What follows belongs to an exercise in optimizing a design on an open flow for small area; a production flow would make more cautious choices. In this exercise RTL edits were held to simulation tests only and were not proved equivalent to the original.

## cedar
// exponent_multiplier
module exponent_multiplier (
    i_clk, i_rst_n,
    i_load, i_start, i_select,
    i_A, i_B,
    o_done, led_select, o_P,
    seg_i_A_ten, seg_i_A_unit,
    seg_i_B_ten, seg_i_B_unit,
    seg_o_P_thousand, seg_o_P_hundred, seg_o_P_ten, seg_o_P_unit
);
Settings: LEC_CHECK=0, ABC_AREA=1, ABC_CLOCK_PERIOD_IN_PS=50000, CAP_MARGIN=20, CORE_MARGIN=2, CORE_UTILIZATION=30, GPL_TIMING_DRIVEN=0, PLACE_DENSITY=0.5, SLEW_MARGIN=20; clock period 50.0 ns.
standard.sh (not shown) runs the stock make flow with config.mk's settings and CLKGATE_MAP_FILE= SYNTH_SCRIPT=/design/flow/synth_recipe.tcl, a recipe that flattens the netlist after the stock synthesis.
==> flow/flow/run.sh <==
#!/bin/bash
# Standard synthesis, then the combinational logic between the standard
# synthesis's registers is re-mapped by ABC for area (registers, their names
# and cell types are kept), then the standard flow from floorplan to finish.
set -euo pipefail
W=$(pwd)
R=$W/orfs/results/$FLOW_PLATFORM/exponent_multiplier/base
YOSYS=$FLOW_HOME/../tools/install/yosys/bin/yosys
bash standard.sh "$R/1_2_yosys.v" > "$W/1_standard_synth.log" 2>&1
cp "$R/1_2_yosys.v" "$W/1_2_yosys.standard.v"
# ABC runs with different random seeds (four at a time); the smallest is kept
reopt() {
  sed "s/SEED/$1/" "$W/flow/area.abc" > "$W/area$1.abc"
  LIBFILE=$FLOW_HOME/platforms/$FLOW_PLATFORM/lib/sky130_fd_sc_hd__tt_025C_1v80.lib \
  IN_V=$W/1_2_yosys.standard.v OUT_V=$W/1_2_yosys.reopt$1.v \
  ABC_SCRIPT=$W/area$1.abc ABC_CONSTR=$W/flow/abc.constr STAT_OUT=$W/reopt_stat$1.txt \
    "$YOSYS" -c "$W/flow/reopt.tcl" > "$W/2_reopt$1.log" 2>&1
}
SEEDS="0 1 2 3 4 5 6 8"
n=0
for s in $SEEDS; do
  reopt $s &
  n=$((n + 1))
  if (( n % 4 == 0 )); then wait; fi
done
wait
best=$(for s in $SEEDS; do
  a=$(awk '/Chip area/ {print $NF}' "$W/reopt_stat$s.txt" 2>/dev/null || true)
  [[ -n "$a" ]] && echo "$a $s"
done | sort -g | head -1 | awk '{print $2}')
grep -H "Chip area" "$W"/reopt_stat*.txt > "$W/2_reopt_choice.log" || true
echo "kept ABC run $best" >> "$W/2_reopt_choice.log"
cp "$W/1_2_yosys.reopt$best.v" "$R/1_2_yosys.v"
rm -f "$R/1_synth.odb" "$R/1_synth.sdc"
# Port buffers: the smallest buffer. Clock tree: clkbuf_4 buffers, no dummy loads.
bash standard.sh "BUFFER_PORTS_ARGS=-buffer_cell sky130_fd_sc_hd__buf_1" \
  "CTS_ARGS=-sink_clustering_enable -repair_clock_nets -dont_use_dummy_load -buf_list sky130_fd_sc_hd__clkbuf_4 -root_buf sky130_fd_sc_hd__clkbuf_4" \
  finish > "$W/3_standard_finish.log" 2>&1
Other scripts of this flow, unchanged in this note and not shown: flow/flow/abc.constr, flow/flow/area.abc, flow/flow/reopt.tcl
#### Input delta (tundra over cedar)
diff --git a/flow/flow/run.sh b/flow/flow/run.sh
--- a/flow/flow/run.sh
+++ b/flow/flow/run.sh
@@ -34,5 +34,5 @@
 rm -f "$R/1_synth.odb" "$R/1_synth.sdc"
-# Port buffers: the smallest buffer. Clock tree: clkbuf_4 buffers, no dummy loads.
+# Port buffers: the smallest buffer. Clock tree: clkbuf_8 buffers, no dummy loads.
 bash standard.sh "BUFFER_PORTS_ARGS=-buffer_cell sky130_fd_sc_hd__buf_1" \
-  "CTS_ARGS=-sink_clustering_enable -repair_clock_nets -dont_use_dummy_load -buf_list sky130_fd_sc_hd__clkbuf_4 -root_buf sky130_fd_sc_hd__clkbuf_4" \
+  "CTS_ARGS=-sink_clustering_enable -repair_clock_nets -dont_use_dummy_load -buf_list sky130_fd_sc_hd__clkbuf_8 -root_buf sky130_fd_sc_hd__clkbuf_8" \
   finish > "$W/3_standard_finish.log" 2>&1
Results
Timing, DRC, antenna: 0 failures across tundra and cedar. In the reports for tundra and cedar, the smaller layout overhead on the synthesized area belongs to cedar. Any difference in number of fillers in the final layout between tundra and cedar is small enough to ignore. tundra does better than cedar on routed wire length. Comparing cedar against tundra, there is no change at all in quantity of I/O buffers inserted on ports.

---

exponent_multiplier, a different RTL version from the one above (not shown whole).
Size: about 1700 cells after synthesis, roughly 33 flip-flops, roughly 100 I/O pins, ~9800 µm² of cells after synthesis.
Design exponent_multiplier, start of the top module:
module exponent_multiplier (
    i_clk, i_rst_n,
    i_load, i_start, i_select,
    i_A, i_B,
    o_done, led_select, o_P,
    seg_i_A_ten, seg_i_A_unit,
    seg_i_B_ten, seg_i_B_unit,
    seg_o_P_thousand, seg_o_P_hundred, seg_o_P_ten, seg_o_P_unit
);
==> flow/config.mk <==
export PLATFORM = sky130hd
export DESIGN_NAME = exponent_multiplier
export DESIGN_NICKNAME = exponent_multiplier
export VERILOG_FILES = /design/flow/design.v
export SDC_FILE = /design/flow/constraint.sdc
export NUM_CORES = 4
export LEC_CHECK = 0
export ABC_AREA = 1
export ABC_CLOCK_PERIOD_IN_PS = 50000
export CAP_MARGIN = 20
export CORE_MARGIN = 2
export CORE_UTILIZATION = 40
export PLACE_DENSITY = 0.6
export SLEW_MARGIN = 20
==> flow/constraint.sdc <==
create_clock -name core_clock -period 50.0 [get_ports {i_clk}]
set_input_delay 10.0000 -clock core_clock [delete_from_list [all_inputs] [get_ports {i_clk}]]
set_output_delay 10.0000 -clock core_clock [all_outputs]
set_load 0.01 [all_outputs]
run.sh (not shown) runs the stock make flow with config.mk's settings and CLKGATE_MAP_FILE= SYNTH_SCRIPT=/design/flow/synth_recipe.tcl, a recipe that flattens the netlist after the stock synthesis.
Stock flow here: none of the scripts above is used.
Rerun with:
==> flow/flow/run.sh (new file) <==
#!/bin/bash
# Standard synthesis, then the combinational logic between the standard
# synthesis's registers is re-mapped by ABC for area (registers, their names
# and cell types are kept), then the standard flow from floorplan to finish.
set -euo pipefail
W=$(pwd)
R=$W/orfs/results/$FLOW_PLATFORM/exponent_multiplier/base
YOSYS=$FLOW_HOME/../tools/install/yosys/bin/yosys
bash standard.sh "$R/1_2_yosys.v" > "$W/1_standard_synth.log" 2>&1
cp "$R/1_2_yosys.v" "$W/1_2_yosys.standard.v"
LIBFILE=$FLOW_HOME/platforms/$FLOW_PLATFORM/lib/sky130_fd_sc_hd__tt_025C_1v80.lib \
IN_V=$W/1_2_yosys.standard.v OUT_V=$W/1_2_yosys.reopt.v \
ABC_SCRIPT=$W/flow/area.abc ABC_CONSTR=$W/flow/abc.constr STAT_OUT=$W/reopt_stat.txt \
  "$YOSYS" -c "$W/flow/reopt.tcl" > "$W/2_reopt.log" 2>&1
cp "$W/1_2_yosys.reopt.v" "$R/1_2_yosys.v"
rm -f "$R/1_synth.odb" "$R/1_synth.sdc"
bash standard.sh finish > "$W/3_standard_finish.log" 2>&1
==> flow/flow/abc.constr (new file) <==
set_driving_cell sky130_fd_sc_hd__buf_1
set_load 5
==> flow/flow/area.abc (new file) <==
strash; dc2; &get -n; &deepsyn -T 120; &put; dch; amap; topo; dnsize
==> flow/flow/reopt.tcl (new file) <==
# Re-optimise the combinational logic of the standard synthesis netlist.
# Registers (and tie cells) stay the same instances with the same names.
set lib $::env(LIBFILE)
yosys read_liberty -ignore_miss_func $lib
yosys read_verilog $::env(IN_V)
yosys hierarchy -top exponent_multiplier
yosys select -module exponent_multiplier
yosys select -clear
foreach pat {sky130_fd_sc_hd__df* sky130_fd_sc_hd__edf* sky130_fd_sc_hd__sdf* sky130_fd_sc_hd__conb_1} {
  yosys setattr -mod -set keep_hierarchy 1 $pat
}
yosys flatten
yosys opt_clean -purge
yosys stat
yosys opt -purge
yosys abc -script $::env(ABC_SCRIPT) -liberty $lib -dont_use *probe* -dont_use *lpflow* -dont_use *clkbuf* -dont_use *clkinv* -dont_use *dly* -dont_use *ha_* -dont_use *fa_* -dont_use *fah* -constr $::env(ABC_CONSTR) -D 50000 exponent_multiplier
yosys opt_clean -purge
yosys hilomap -singleton -hicell sky130_fd_sc_hd__conb_1 HI -locell sky130_fd_sc_hd__conb_1 LO exponent_multiplier
yosys splitnets
yosys opt_clean -purge
yosys tee -o $::env(STAT_OUT) stat -liberty $lib exponent_multiplier
yosys select exponent_multiplier
yosys write_verilog -noattr -noexpr -nohex -nodec -selected $::env(OUT_V)
==> flow/standard.sh (new file) <==
#!/bin/bash
# synth_recipe.tcl (not shown) runs the flow's synth.tcl, then flattens the netlist and writes it again
# the make line also repeats each setting of config.mk as NAME=value (left out here)
make -C /OpenROAD-flow-scripts/flow DESIGN_CONFIG=/design/flow/config.mk WORK_HOME=/design/flow/orfs CLKGATE_MAP_FILE= SYNTH_SCRIPT=/design/flow/synth_recipe.tcl "${@:-finish}"
removed: flow/run.sh
What happened: Routed wire length decreases by 14%; final cell count came out lower by 26%; count of clock-buffer cells in the layout does not change; die area shrinks by 34%; non-clock buffer count climbs by 15; synthesized cell count falls by 30%; sequential share of layout area climbs by 2.8 points; worst hold slack barely changes.

==> what the ideal ports hide <==
No port has a modelled driver above. Below, the same layouts with a new extraction and two added sets of constraints.
Step 1 (the two cells are an assumption about what drives the block):
set clk [get_ports {i_clk}]
set_driving_cell -lib_cell sky130_fd_sc_hd__clkbuf_16 $clk
set_driving_cell -lib_cell sky130_fd_sc_hd__buf_2 [delete_from_list [all_inputs] $clk]
Step 2 also shifts input and output timing later by t, the mid clock arrival at the registers, as if the neighbouring blocks saw the same clock.
a / b / c = no drivers / after step 1 / after step 2; a / b = the first two.
run | t (ns) | setup slack, ns | worst hold slack (ns) | worst setup path at the end | pins driven straight from the clock port
cedar | 0.375 | 26.555 / 26.525 / 26.900 | 0.460 / 0.460 / 0.460 | register to output | 1
tundra | 0.313 | 26.620 / 26.588 / 26.901 | 0.454 / 0.454 / 0.454 | register to output | 1
the first run of note 2 | 0.345 | 31.102 / 31.056 / 31.401 | 0.501 / 0.501 / 0.501 | register to output | 1
the second run of note 2 | 0.311 | 31.073 / 31.040 / 31.351 | 0.501 / 0.501 / 0.501 | register to output | 1
After both steps every run listed still meets setup and hold.
